This design comes from an exercise in tuning for small area on the open sky130 flow, not from production work. In this exercise RTL edits were held to simulation tests only and were not proved equivalent to the original. Power is estimated from default activity; no workload was simulated.

==> design/flow/design.v <==
`timescale 1ns/1ps
module axi_servo_pwm #
   (
    parameter integer C_CLK_FREQ_HZ     = 100000000,
    parameter integer C_PERIOD_US       = 20000,
    parameter integer C_DUTY_MIN_US     = 500,
    parameter integer C_DUTY_MAX_US     = 1800
)  (
    input wire         resetn,
    input wire         clk,
    input signed [7:0] position,
    input signed [7:0] trim,
    input wire         enable,
    output reg         servo_ctl
);
    localparam integer COUNT_BITS       = $clog2((C_CLK_FREQ_HZ / 1000000) * C_PERIOD_US - 1);
    localparam integer DUTY_MIN_COUNT   = (C_CLK_FREQ_HZ / 1000000) * C_DUTY_MIN_US - 1;
    localparam integer DUTY_MAX_COUNT   = (C_CLK_FREQ_HZ / 1000000) * C_DUTY_MAX_US - 1;
    localparam integer PERIOD_COUNT     = (C_CLK_FREQ_HZ / 1000000) * C_PERIOD_US - 1;
    localparam integer STEP_SIZE        = ((C_CLK_FREQ_HZ / 1000000) * (C_DUTY_MAX_US - C_DUTY_MIN_US) / 256);
    localparam integer CENTER_COUNT     = DUTY_MIN_COUNT + ((C_CLK_FREQ_HZ / 1000000) * (C_DUTY_MAX_US - C_DUTY_MIN_US)) / 2;
    reg signed [COUNT_BITS-1:0] position_reg;
    reg signed [COUNT_BITS-1:0] trim_reg;
    reg signed [COUNT_BITS-1:0] target_position;
    reg signed [COUNT_BITS:0] pwm_counter;
    always @(posedge clk) begin
        if (resetn == 1'b0)
            pwm_counter <= 0;
        else begin
            if ((enable == 1'b0) || (pwm_counter == PERIOD_COUNT))
                pwm_counter <= 0;
            else
                pwm_counter <= pwm_counter + 1;
        end
    end
    always @(posedge clk) begin
        if (pwm_counter == PERIOD_COUNT) begin
            position_reg    <= position * STEP_SIZE;
            trim_reg        <= trim * STEP_SIZE;
            target_position <= CENTER_COUNT + position_reg + trim_reg;
        end
    end
    always @(posedge clk) begin
        if (resetn == 1'b0)
            servo_ctl <= 1'b0;
        else
            if (((pwm_counter <= DUTY_MIN_COUNT) || (pwm_counter <= target_position)) &&
                (pwm_counter <= DUTY_MAX_COUNT) && (enable == 1'b1))
                servo_ctl  <= 1'b1;
            else
                servo_ctl <= 1'b0;
    end
endmodule
`timescale 1ns / 1ps
module axi_servo_ctl #
   (
    parameter integer C_AXI_DATA_WIDTH  = 32,
    parameter integer C_CLK_FREQ_HZ     = 100000000,
    parameter integer C_AXI_ADDR_WIDTH  = 32,
    parameter integer C_NUM_SERVOS      = 8,
    parameter integer C_PERIOD_US       = 20000,
    parameter integer C_DUTY_MIN_US     = 500,
    parameter integer C_DUTY_MAX_US     = 1800
)  (
    output wire [C_NUM_SERVOS-1:0]        servo_ctl,
    input wire                            s_axi_aclk,
    input wire                            s_axi_aresetn,
    input wire [C_AXI_ADDR_WIDTH-1:0]     s_axi_awaddr,
    input wire [2:0]                      s_axi_awprot,
    input wire                            s_axi_awvalid,
    output reg                            s_axi_awready,
    input wire [C_AXI_DATA_WIDTH-1:0]     s_axi_wdata,
    input wire                            s_axi_wvalid,
    output reg                            s_axi_wready,
    output reg [1:0]                      s_axi_bresp,
    output reg                            s_axi_bvalid,
    input wire                            s_axi_bready,
    input wire [C_AXI_ADDR_WIDTH-1:0]     s_axi_araddr,
    input wire [2:0]                      s_axi_arprot,
    input wire                            s_axi_arvalid,
    output reg                            s_axi_arready,
    output reg [C_AXI_DATA_WIDTH-1:0]     s_axi_rdata,
    output reg [1:0]                      s_axi_rresp,
    output reg                            s_axi_rvalid,
    input wire                            s_axi_rready
    );
    localparam integer       ADDR_LSB           = (C_AXI_DATA_WIDTH / 32) + 1;
    localparam integer       OPT_MEM_ADDR_BITS  = $clog2(1 + 2 * C_NUM_SERVOS);
    reg [C_AXI_DATA_WIDTH-1:0]  enable_reg;
    reg [C_AXI_DATA_WIDTH-1:0]  trim_reg [C_NUM_SERVOS-1:0];
    reg [C_AXI_DATA_WIDTH-1:0]  position_reg [C_NUM_SERVOS-1:0];
    reg [OPT_MEM_ADDR_BITS-1:0] reg_waddr;
    reg [OPT_MEM_ADDR_BITS-1:0] reg_raddr;
    wire                        slv_reg_rden;
    wire                        slv_reg_wren;
    reg [C_AXI_DATA_WIDTH-1:0]  reg_data_out;
    always @(posedge s_axi_aclk) begin
        if (s_axi_aresetn == 1'b0)
            s_axi_awready <= 1'b0;
        else begin
            if (~s_axi_awready && s_axi_awvalid && s_axi_wvalid)
                s_axi_awready <= 1'b1;
            else
                s_axi_awready <= 1'b0;
        end
    end
    always @(posedge s_axi_aclk) begin
        if (s_axi_aresetn == 1'b0)
            reg_waddr <= 0;
        else
            if (~s_axi_awready && s_axi_awvalid && s_axi_wvalid)
                reg_waddr <= s_axi_awaddr[ADDR_LSB+OPT_MEM_ADDR_BITS:ADDR_LSB];
    end
    always @(posedge s_axi_aclk) begin
        if (s_axi_aresetn == 1'b0)
            s_axi_wready <= 1'b0;
        else
            if (~s_axi_wready && s_axi_wvalid && s_axi_awvalid)
                s_axi_wready <= 1'b1;
            else
                s_axi_wready <= 1'b0;
    end
    assign slv_reg_wren  = s_axi_wready && s_axi_wvalid && s_axi_awready && s_axi_awvalid;
    always @(posedge s_axi_aclk) begin
        if (s_axi_aresetn == 1'b0) begin
            enable_reg <= 0;
            for(int i = 0; i < C_NUM_SERVOS; i = i + 1) begin
                    trim_reg[i]     <= 0;
                    position_reg[i] <= 0;
            end
        end
        else begin
            if (slv_reg_wren) begin
                if (reg_waddr == 0)
                    enable_reg <= s_axi_wdata;
                else begin
                    for (int i = 1; i <= C_NUM_SERVOS; i = i + 1) begin
                        if (reg_waddr == 2 * i - 1)
                            trim_reg[i-1]  <= s_axi_wdata;
                        else if (reg_waddr == 2 * i)
                            position_reg[i-1] <= s_axi_wdata;
                    end
                end
            end
        end
    end
    always @(posedge s_axi_aclk) begin
        if (s_axi_aresetn == 1'b0) begin
            s_axi_bvalid <= 0;
            s_axi_bresp  <= 2'b0;
        end
        else
            if (s_axi_awready && s_axi_awvalid && ~s_axi_bvalid && s_axi_wready && s_axi_wvalid) begin
                s_axi_bvalid <= 1'b1;
                s_axi_bresp  <= 2'b0;
            end
            else if (s_axi_bready && s_axi_bvalid)
                s_axi_bvalid <= 1'b0;
    end
    always @(posedge s_axi_aclk) begin
        if (s_axi_aresetn == 1'b0) begin
            s_axi_arready <= 1'b0;
            reg_raddr     <= 0;
        end
        else
            if (~s_axi_arready && s_axi_arvalid) begin
                s_axi_arready <= 1'b1;
                reg_raddr     <= s_axi_araddr[ADDR_LSB+OPT_MEM_ADDR_BITS:ADDR_LSB];
            end
            else
                s_axi_arready <= 1'b0;
    end
    always @(posedge s_axi_aclk) begin
        if (s_axi_aresetn == 1'b0) begin
            s_axi_rvalid <= 1'b0;
            s_axi_rresp  <= 2'b0;
        end
        else
            if (s_axi_arready && s_axi_arvalid && ~s_axi_rvalid) begin
                s_axi_rvalid <= 1'b1;
                s_axi_rresp  <= 2'b0;
            end
            else if (s_axi_rvalid && s_axi_rready)
                s_axi_rvalid <= 1'b0;
    end
    assign slv_reg_rden  = s_axi_arready & s_axi_arvalid & ~s_axi_rvalid;
    always_comb begin
        reg_data_out  <= 0;
        if (reg_raddr == 0)
            reg_data_out <= enable_reg;
        for(int i = 1; i <= C_NUM_SERVOS; i = i + 1) begin
            if (reg_raddr == 2 * i - 1)
                reg_data_out <= trim_reg[i-1];
            else if (reg_raddr == 2 * i)
                reg_data_out <= position_reg[i-1];
        end
    end
    always @(posedge s_axi_aclk) begin
        if (s_axi_aresetn == 1'b0)
            s_axi_rdata <= 0;
        else
            if (slv_reg_rden)
                s_axi_rdata <= reg_data_out;
    end
    genvar i;
    generate
        for (i = 0; i < C_NUM_SERVOS; i = i + 1) begin
            axi_servo_pwm #
               (
                .C_CLK_FREQ_HZ  ( C_CLK_FREQ_HZ         ),
                .C_PERIOD_US    ( C_PERIOD_US           ),
                .C_DUTY_MAX_US  ( C_DUTY_MAX_US         ),
                .C_DUTY_MIN_US  ( C_DUTY_MIN_US         )
               ) pwm
               (
                .resetn         ( s_axi_aresetn         ),
                .clk            ( s_axi_aclk            ),
                .position       ( position_reg[i][7:0]  ),
                .trim           ( trim_reg[i][7:0]      ),
                .enable         ( enable_reg[i]         ),
                .servo_ctl      ( servo_ctl[i]          )
               );
        end
    endgenerate
endmodule
==> design/flow/run.sh <==
#!/bin/bash
# synth_recipe.tcl (not shown) runs the flow's synth.tcl, then flattens the netlist and writes it again
# the make line also repeats each setting of config.mk as NAME=value (left out here)
make -C /OpenROAD-flow-scripts/flow DESIGN_CONFIG=/design/flow/config.mk WORK_HOME=/design/flow/orfs CLKGATE_MAP_FILE= SYNTH_SCRIPT=/design/flow/synth_recipe.tcl finish
==> design/flow/constraint.sdc <==
create_clock -name core_clock -period 10.0 [get_ports {s_axi_aclk}]
set_input_delay 2.0000 -clock core_clock [delete_from_list [all_inputs] [get_ports {s_axi_aclk}]]
set_output_delay 2.0000 -clock core_clock [all_outputs]
set_load 0.01 [all_outputs]
==> design/flow/config.mk <==
export PLATFORM = sky130hd
export DESIGN_NAME = axi_servo_ctl
export DESIGN_NICKNAME = axi_servo_ctl
export VERILOG_FILES = /design/flow/design.v
export SDC_FILE = /design/flow/constraint.sdc
export NUM_CORES = 4
export LEC_CHECK = 0
export CAP_MARGIN = 20
export CORE_MARGIN = 2
export CORE_UTILIZATION = 40
export SLEW_MARGIN = 20
==> results.py <==
metrics = {
    "clock_tree": {
        "cts.clk_slew.worst_paths_ns": 0.06,
        "postCtsSetupRepairBufs": 0,
        "ctsResizeCount": 0,
        "cts.path.max_buffers": 3,
        "htree_levels": 4,
        "cts_hold_buf": 0,
        "cts_sinks": 1231,
        "root_buffer": "clkbuf_16",
        "clkLatencyLatePin_ns": 0.83,
        "numCtsBuffers": 147,
        "cts_tree": "yes",
    },
    "pwr": {
        "p_leak_nw": 41.3,
        "p_per_area_mw_per_mm2": 118,
        "vdd_drop_max_uv": 192,
    },
    "die": {
        "fp.dieW_um": 465,
        "rows": 169,
        "dieArea_mm2": 0.216,
        "die_y_um": 465,
        "initial_core_util_pct": 40.2,
        "io_pins": 158,
        "core_area_mm2": 0.212,
    },
    "timing": {
        "setup_viol": 0,
        "period_needed_ns": 5.01,
        "setup_tns_ns": 0,
        "setup_ws_ns": 4.99,
        "skew_ns": 0.0514,
        "finalHoldViolCount": 0,
        "tightest_slew_ns": 1.31,
        "period_share_pct": 50.1,
        "drv_slew": 0,
        "slew_headroom_pct": 12.8,
        "max_freq_mhz": 199,
        "rsz0062_at_grt": "no",
    },
    "worst_setup_path": {
        "critical_path_class": "reg -> reg",
        "cp-end-kind": "flop",
        "cp_cell_sequence": "inv_1 -> ha_1 -> fa_1 -> inv_1 -> ha_1 -> inv_1 -> fa_1 -> inv_1 -> fa_1 -> a21oi_1 -> o21ai_0 -> o41ai_1 -> o21ai_0 -> nor3_1 -> o21bai_1 -> xor2_1",
        "critPathSlowestCell": "dfxtp_1",
        "start_kind": "flop",
        "cp_max_fo": 8,
        "startpoint": "position_reg[3][0]",
        "cp.arrival_ns": 5.56,
        "r2r-start": "position_reg[3][0]",
        "path_buf_inv": 4,
        "max_stage_delay_ns": 0.72,
        "cpLargestDelayFamily": "adder cells",
        "required_ns": 10.54,
        "cpMostUsedCell": "inv_1",
    },
    "yosys": {
        "synthDistinctLibCells": 89,
        "syn_inst": 9403,
        "synth_edf_count": 456,
        "ys_ff_latch": 1231,
        "synthFlopType": "dfxtp_1",
        "synth-warning-count": 6,
        "seq_area_frac_synth_pct": 34.4,
        "synthArstFlopShare_pct": 0,
        "postSynthAreaPerCell_um2": 9.04,
        "synth_area_mm2": 0.0850,
    },
    "drt": {
        "drc": 0,
        "wl_met3_um": 15000,
        "ant_nets": 0,
        "drt-total-wl_um": 224000,
        "drt_iter0_drc": 4983,
        "top_layer": "met5",
        "wl_met2_um": 101000,
        "num_vias": 65300,
        "met1_length_um": 98200,
        "first_pass_iters": 7,
        "via_per_inst": 5.31,
        "wl_per_cell_um": 18.3,
    },
    "layout": {
        "syn_to_final_growth_pct": 10.2,
        "drive_above_1_share_pct": 4.42,
        "finish.instance_area_mm2": 0.0937,
        "final_cells": 12300,
        "final-seq-area_mm2": 0.0292,
        "multi_input_area_mm2": 0.0497,
        "n_fill_cell": 20200,
        "layout.nets": 11000,
    },
    "place": {
        "placed_cell_area_mm2": 0.0885,
        "dp.final_hpwl_um": 162000,
        "numPortBuffers": 93,
        "place_inst": 12000,
        "pre_cts_ws_ns": 4.57,
        "gp_congestion": 0.896,
    },
    "run": {
        "cap_violations": 0,
    },
    "grt": {
        "grt_pass1_wl_um": 356000,
        "grt_start_max_net_pins": 240,
        "grt_pass1_vias": 64700,
        "grt_use_total_pct": 20.5,
        "overflow": 0,
        "antenna_found_initial": 15,
    },
    "min_path": {
        "hp-class": "reg -> reg",
        "worstHoldStart": "enable_reg[26]",
    },
    "run_status": {
        "status": "finished clean",
    },
}
## through the flow
step	power (mW)	utilization [%]	hold WS, ns
after global placement	5.61	41.8	0.438
after floorplan	5.46	-	0.431
after global routing	11.4	44.2	0.466
final	11.1	44.2	0.453
after detailed placement	5.61	41.8	0.444
after CTS	11.2	44.2	0.452
## logic make-up (layout without fill, tap and decap cells)
family	count (synthesis)	count (layout)	synth area share [%]
flops	1231	1231	34.4
buf+inv	1628	1680	7.39
fa+ha+maj	1512	1512	25.7
mux	47	47	0.559
compound gates	1966	1966	14.1
other cells	1	8	0.00441
simple gates	2566	2566	13.2
xor+xnor	452	452	4.66
## power breakdown
group          switching (mW)  internal [mW]  total, mW  leakage [nW]
Combinational           0.246         0.0849      0.331          28.7
Sequential             0.0182           5.17       5.19          10.2
Clock                    2.33           3.24       5.56          2.48
Total                    2.59           8.49       11.1          41.3
## metal layers
| metal | global-route usage (%) | vias up |
|---|---|---|
| met5 | 0 | - |
| met4 | 8.52 | 10 |
| met3 | 3.29 | 458 |
| met2 | 33.2 | 1899 |
| met1 | 27.2 | 31300 |
| li1 | - | 31600 |
## cell usage after synthesis, types with 18 or more instances
| cell | count | area share [%] |
|---|---|---|
| a222oi_1 | 42 | 0.49 |
| o2bb2ai_1 | 18 | 0.19 |
| o211ai_1 | 51 | 0.45 |
| xor2_1 | 161 | 1.7 |
| buf_4 | 18 | 0.16 |
| inv_1 | 1249 | 5.5 |
| nand3_1 | 113 | 0.67 |
| fa_1 | 392 | 9.2 |
| nor2_1 | 510 | 2.3 |
| a21o_1 | 178 | 1.6 |
| o22ai_1 | 60 | 0.44 |
| buf_2 | 34 | 0.20 |
| nand4_1 | 91 | 0.67 |
| a221oi_1 | 23 | 0.24 |
| and2_1 | 19 | 0.14 |
| or2_2 | 43 | 0.32 |
| nor3_1 | 154 | 0.91 |
| a22oi_1 | 38 | 0.34 |
| or3_1 | 36 | 0.26 |
| a31oi_1 | 52 | 0.38 |
| mux2i_1 | 43 | 0.51 |
| o21bai_1 | 31 | 0.27 |
| o21ai_0 | 239 | 1.4 |
| dfxtp_1 | 775 | 18 |
| nor2b_1 | 67 | 0.49 |
| nand2b_1 | 39 | 0.29 |
| o21a_1 | 112 | 0.99 |
| xnor2_1 | 291 | 3.0 |
| nor4_1 | 26 | 0.19 |
| edfxtp_1 | 456 | 16 |
| nand2_1 | 1353 | 6.0 |
| clkbuf_1 | 316 | 1.4 |
| a211oi_1 | 38 | 0.34 |
| and3_1 | 64 | 0.47 |
| ha_1 | 1120 | 16 |
| a21oi_1 | 930 | 5.5 |
## final cells by class
class                      count  share of cell area (%)
clock inverter                72                   0.971
inverter                    1249                    5.01
clock buffer                 198                    4.42
multi-input combinational   6547                    53.0
tap                         2821                    3.77
antenna                        4                  0.0107
sequential                  1231                    31.2
timing repair buffer         161                    1.57
## worst reg2reg max path, delay by kind of cell (launching register included)
kind,cells,cell delay (ns)
adder cells (fa/ha/maj),5,2.28
AO/OA/AOI/OAI,5,1.13
flip-flops,1,0.72
buffers and inverters,4,0.29
AND/OR/NAND/NOR,1,0.17
XOR/XNOR,1,0.15
## cell usage in the layout, fill, tap and decap left out, types with 161 or more instances in the layout
cell | netlist | final
o21ai_0 | 239 | 239
nor2_1 | 510 | 491
xnor2_1 | 291 | 291
a21oi_1 | 930 | 930
ha_1 | 1120 | 1120
xor2_1 | 161 | 161
inv_1 | 1249 | 1248
edfxtp_1 | 456 | 456
a21o_1 | 178 | 178
dfxtp_1 | 775 | 773
fa_1 | 392 | 392
nand2_1 | 1353 | 1352
## final timing paths
check / to / slack [ns] / cells past startpoint
setup / recovery: genblk1[3].pwm.position_reg[16] / 4.99 / 16
hold / removal: enable_reg[26] / 0.45 / 2
setup reg to reg: genblk1[3].pwm.position_reg[16] / 4.99 / 16
hold reg to reg: enable_reg[26] / 0.45 / 2

-- re-timing with driven ports --
Ports are ideal in the flow. The routed layout listed here was re-timed in OpenROAD.
Step 1 sets driving cells, clkbuf_16 on the clock port and buf_2 on the other inputs (assumed; they add their load-dependent delay and slew).
Step 2 moves the port delays by t, midway between the first and last clock arrival at a register: inputs arrive t later, outputs are due t later. That takes back most of the time a late clock gives input paths.
Slacks: no drivers / after step 1 / after step 2; pairs: no drivers / after step 1.
t, ns: 0.888
setup slack, ns: 4.985 / 4.985 / 4.594
worst setup path at the end: input to register
After both steps setup and hold are still met in this run. For this run, drivers alone change the setup slack by 0.000 ns; drivers and shift together by -0.391 ns.
